This is an optimization exercise on Yosys and OpenROAD, whose aim is small area and a short achievable clock period, not a production implementation.
At most, simulation tests tie the RTL to the original design; equivalence was not proved.
Power is estimated from default activity; no workload was simulated.

== old ==
Design fixedFloatConversion, start of the top module:
module fixedFloatConversion(
  input wire clk,
  input wire rst,
  input wire[31:0] targetnumber,
  input wire[4:0] fixpointpos,
  input wire opcode,
  output reg[31:0] result);
For scale: roughly 880 cells after synthesis, ~32 flip-flops, roughly 0.0045 sq mm of cells after synthesis.
==> module fixedFloatConversion, before the edit <==
module fixedFloatConversion(
  input wire clk,
  input wire rst,
  input wire[31:0] targetnumber,
  input wire[4:0] fixpointpos,
  input wire opcode,
  output reg[31:0] result);
wire        s  = targetnumber[31];
wire [30:0] t  = targetnumber[30:0];
wire        nz = |t;
wire [4:0] lz;
lzc32 ulz (.w({t ^ {31{s}}, 1'b1}), .lz(lz));
wire [8:0] sum   = {4'd0, fixpointpos} + {1'd0, targetnumber[30:23]} + 9'd9;
wire       valid = (sum[8:5] == 4'b0100);
wire [4:0] bsh   = sum[4:0];
wire [54:0] xa = {t, 24'd0};
wire [54:0] xb = {31'd0, 1'b1, t[22:0]};
wire [4:0]  sh = opcode ? bsh : lz;
wire pa1 = ~opcode & lz[4];
wire pa0 = ~opcode & ~lz[4];
wire pb1 = opcode & bsh[4];
wire pb0 = opcode & ~bsh[4];
wire [54:16] x1 = ({39{pa1}} & xa[38:0]) | ({39{pa0}} & xa[54:16])
                | ({39{pb1}} & xb[38:0]) | ({39{pb0}} & xb[54:16]);
wire [54:24] x2 = sh[3] ? x1[46:16] : x1[54:24];
wire [54:28] x3 = sh[2] ? x2[50:24] : x2[54:28];
wire [54:30] x4 = sh[1] ? x3[52:28] : x3[54:30];
wire [54:31] y  = sh[0] ? x4[53:30] : x4[54:31];
wire st = (~sh[2] & |x2[27:24]) | (~sh[1] & |x3[29:28]) | (~sh[0] & x4[30]);
wire        cin = ~opcode & st;
wire [24:0] vp;                  
prefix_or #(.N(25)) pb (.a({y[54:31], cin}), .y(vp));
wire [23:0] low = y[54:31] ^ ({24{s}} & vp[23:0]);
wire        pow2 = s & (&(t[30:1] | ~t[29:0]));
wire [7:0]  ek = 8'd126 - {3'd0, fixpointpos} + {7'd0, pow2};
wire [7:0]  e  = ek + {3'd0, ~lz};
wire keep = opcode ? valid : nz;
always @(posedge clk) begin
  result[22:0]  <= keep ? low[22:0] : 23'd0;
  result[30:23] <= keep ? (opcode ? {{7{s & vp[24]}}, low[23]} : e) : 8'd0;
  result[31]    <= keep & s & (~opcode | vp[24]);
end
endmodule
export LEC_CHECK = 0
export ABC_AREA = 1
export CAP_MARGIN = 20
export CORE_MARGIN = 2
export CORE_UTILIZATION = 40
export SETUP_SLACK_MARGIN = 3.6
export SLEW_MARGIN = 20
export TNS_END_PERCENT = 0
create_clock -name core_clock -period 9.0 [get_ports {clk}]
standard.sh (not shown) runs the stock make flow with config.mk's settings and CLKGATE_MAP_FILE= SYNTH_SCRIPT=/design/flow/synth_recipe.tcl, a recipe that flattens the netlist after the stock synthesis.
==> flow/flow/run.sh <==
#!/bin/bash
# Standard layout with two changes:
#  - synthesis maps with the ABC script flow/map.abc (registers untouched:
#    abc runs without -dff, so the standard synthesis's flip-flops remain);
#  - the port buffers are the smallest buffer cell;
#  - no adder cells (ADDER_MAP_FILE empty): abc maps the adders as logic.
set -euo pipefail
W=$(pwd)
export BUFFER_PORTS_ARGS="-buffer_cell sky130_fd_sc_hd__buf_1"
# no half/full adder cells: the adders are left to abc as plain logic
export ADDER_MAP_FILE=""
{
  echo 'proc abc {args} {'
  echo '  set i [lsearch $args -script]'
  echo "  if {\$i >= 0} { lset args [expr {\$i+1}] $W/flow/map.abc }"
  echo '  yosys abc {*}$args'
  echo '}'
  cat "$W/synth_recipe.tcl"
} > "$W/my_synth.tcl"
sed -E "s#'?SYNTH_SCRIPT=[^ ']*'?#SYNTH_SCRIPT=$W/my_synth.tcl#" "$W/standard.sh" > "$W/my_standard.sh"
grep -q "SYNTH_SCRIPT=$W/my_synth.tcl" "$W/my_standard.sh"
bash "$W/my_standard.sh" > "$W/standard.log" 2>&1
==> flow/flow/map.abc <==
strash
dch -f
map -B 0.9
Every stage of the flow completed for old, and the final layout passed the timing, design-rule and antenna checks.
--- input diff old..new ---
-- flow/design.v --
<<< old, line 12
wire [4:0] lz;
lzc32 ulz (.w({t ^ {31{s}}, 1'b1}), .lz(lz));
wire [8:0] sum   = {4'd0, fixpointpos} + {1'd0, targetnumber[30:23]} + 9'd9;
wire       valid = (sum[8:5] == 4'b0100);
wire [4:0] bsh   = sum[4:0];
wire [54:0] xa = {t, 24'd0};
wire [54:0] xb = {31'd0, 1'b1, t[22:0]};
>>> new, line 12
wire [4:0] lz;
lzc32 ulz (.w({t ^ {31{s}}, 1'b1}), .lz(lz));
wire [9:0] d     = 10'd150 - {5'd0, fixpointpos} - {2'd0, targetnumber[30:23]};
wire       valid = (d[9:5] == 5'd0);
wire [4:0] bsh   = ~d[4:0];
wire [54:0] xa = {t, 24'd0};
wire [54:0] xb = {31'd0, 1'b1, t[22:0]};
<<< old, line 34
wire [23:0] low = y[54:31] ^ ({24{s}} & vp[23:0]);
wire        pow2 = s & (&(t[30:1] | ~t[29:0]));
wire [7:0]  ek = 8'd126 - {3'd0, fixpointpos} + {7'd0, pow2};
wire [7:0]  e  = ek + {3'd0, ~lz};
wire keep = opcode ? valid : nz;
always @(posedge clk) begin
>>> new, line 34
wire [23:0] low = y[54:31] ^ ({24{s}} & vp[23:0]);
wire        pow2 = s & (&(t[30:1] | ~t[29:0]));
wire [7:0]  e  = 8'd157 - {3'd0, fixpointpos} - {3'd0, lz} + {7'd0, pow2};
wire keep = opcode ? valid : nz;
always @(posedge clk) begin
Notes after the runs:
- The shortest period the worst path allows reported for new is smaller than that of old by 0.10 ns.
- Delta(area share of and/or/nand/nor cells after synthesis, new - old) < 0
- | clock network fraction of design power | new vs old | 2.5 points lower |
- Between new and old, it is new whose average vias per placed instance is higher, by 3.2%.
- From old to new the numbers moved as follows: portion of total power attributed to combinational logic increased 2.6 points, fraction of final layout cells with drive strength greater than 1 did not really move, area after synthesis down 14 sq um.
- nand2_1 as the leading cell type in the layout, fill and taps excluded was reported by old, and nand3_1 by new.
- Relative to old, total placed cells including tap cells has decreased by 2.0% in new.
No functional check of the RTL was part of old.

re-timing with driven ports:
No port has a modelled driver above. Below, the same layouts with a new extraction and two added sets of constraints. Step 1 (the two cells are an assumption about what drives the block):
set clk [get_ports {clk}]
set_driving_cell -lib_cell sky130_fd_sc_hd__clkbuf_16 $clk
set_driving_cell -lib_cell sky130_fd_sc_hd__buf_2 [delete_from_list [all_inputs] $clk]
Step 2 also shifts input and output timing later by t, the mid clock arrival at the registers, as if the neighbouring blocks saw the same clock. Three values: ideal, step 1, step 2; two values: the first two.
run	t, ns	setup WS [ns]	slew at the worst register clock pin (ns)	worst data-port slew with drivers (ns)	pins driven straight from the clock port
old	0.324	3.841 / 3.850 / 3.526	0.07 / 0.07	0.03	1
new	0.321	3.941 / 3.923 / 3.602	0.07 / 0.07	0.05	1
After both steps setup and hold are still met in every run listed. For new, which loses most, drivers alone change the setup slack by -0.018 ns; drivers and shift together by -0.339 ns.
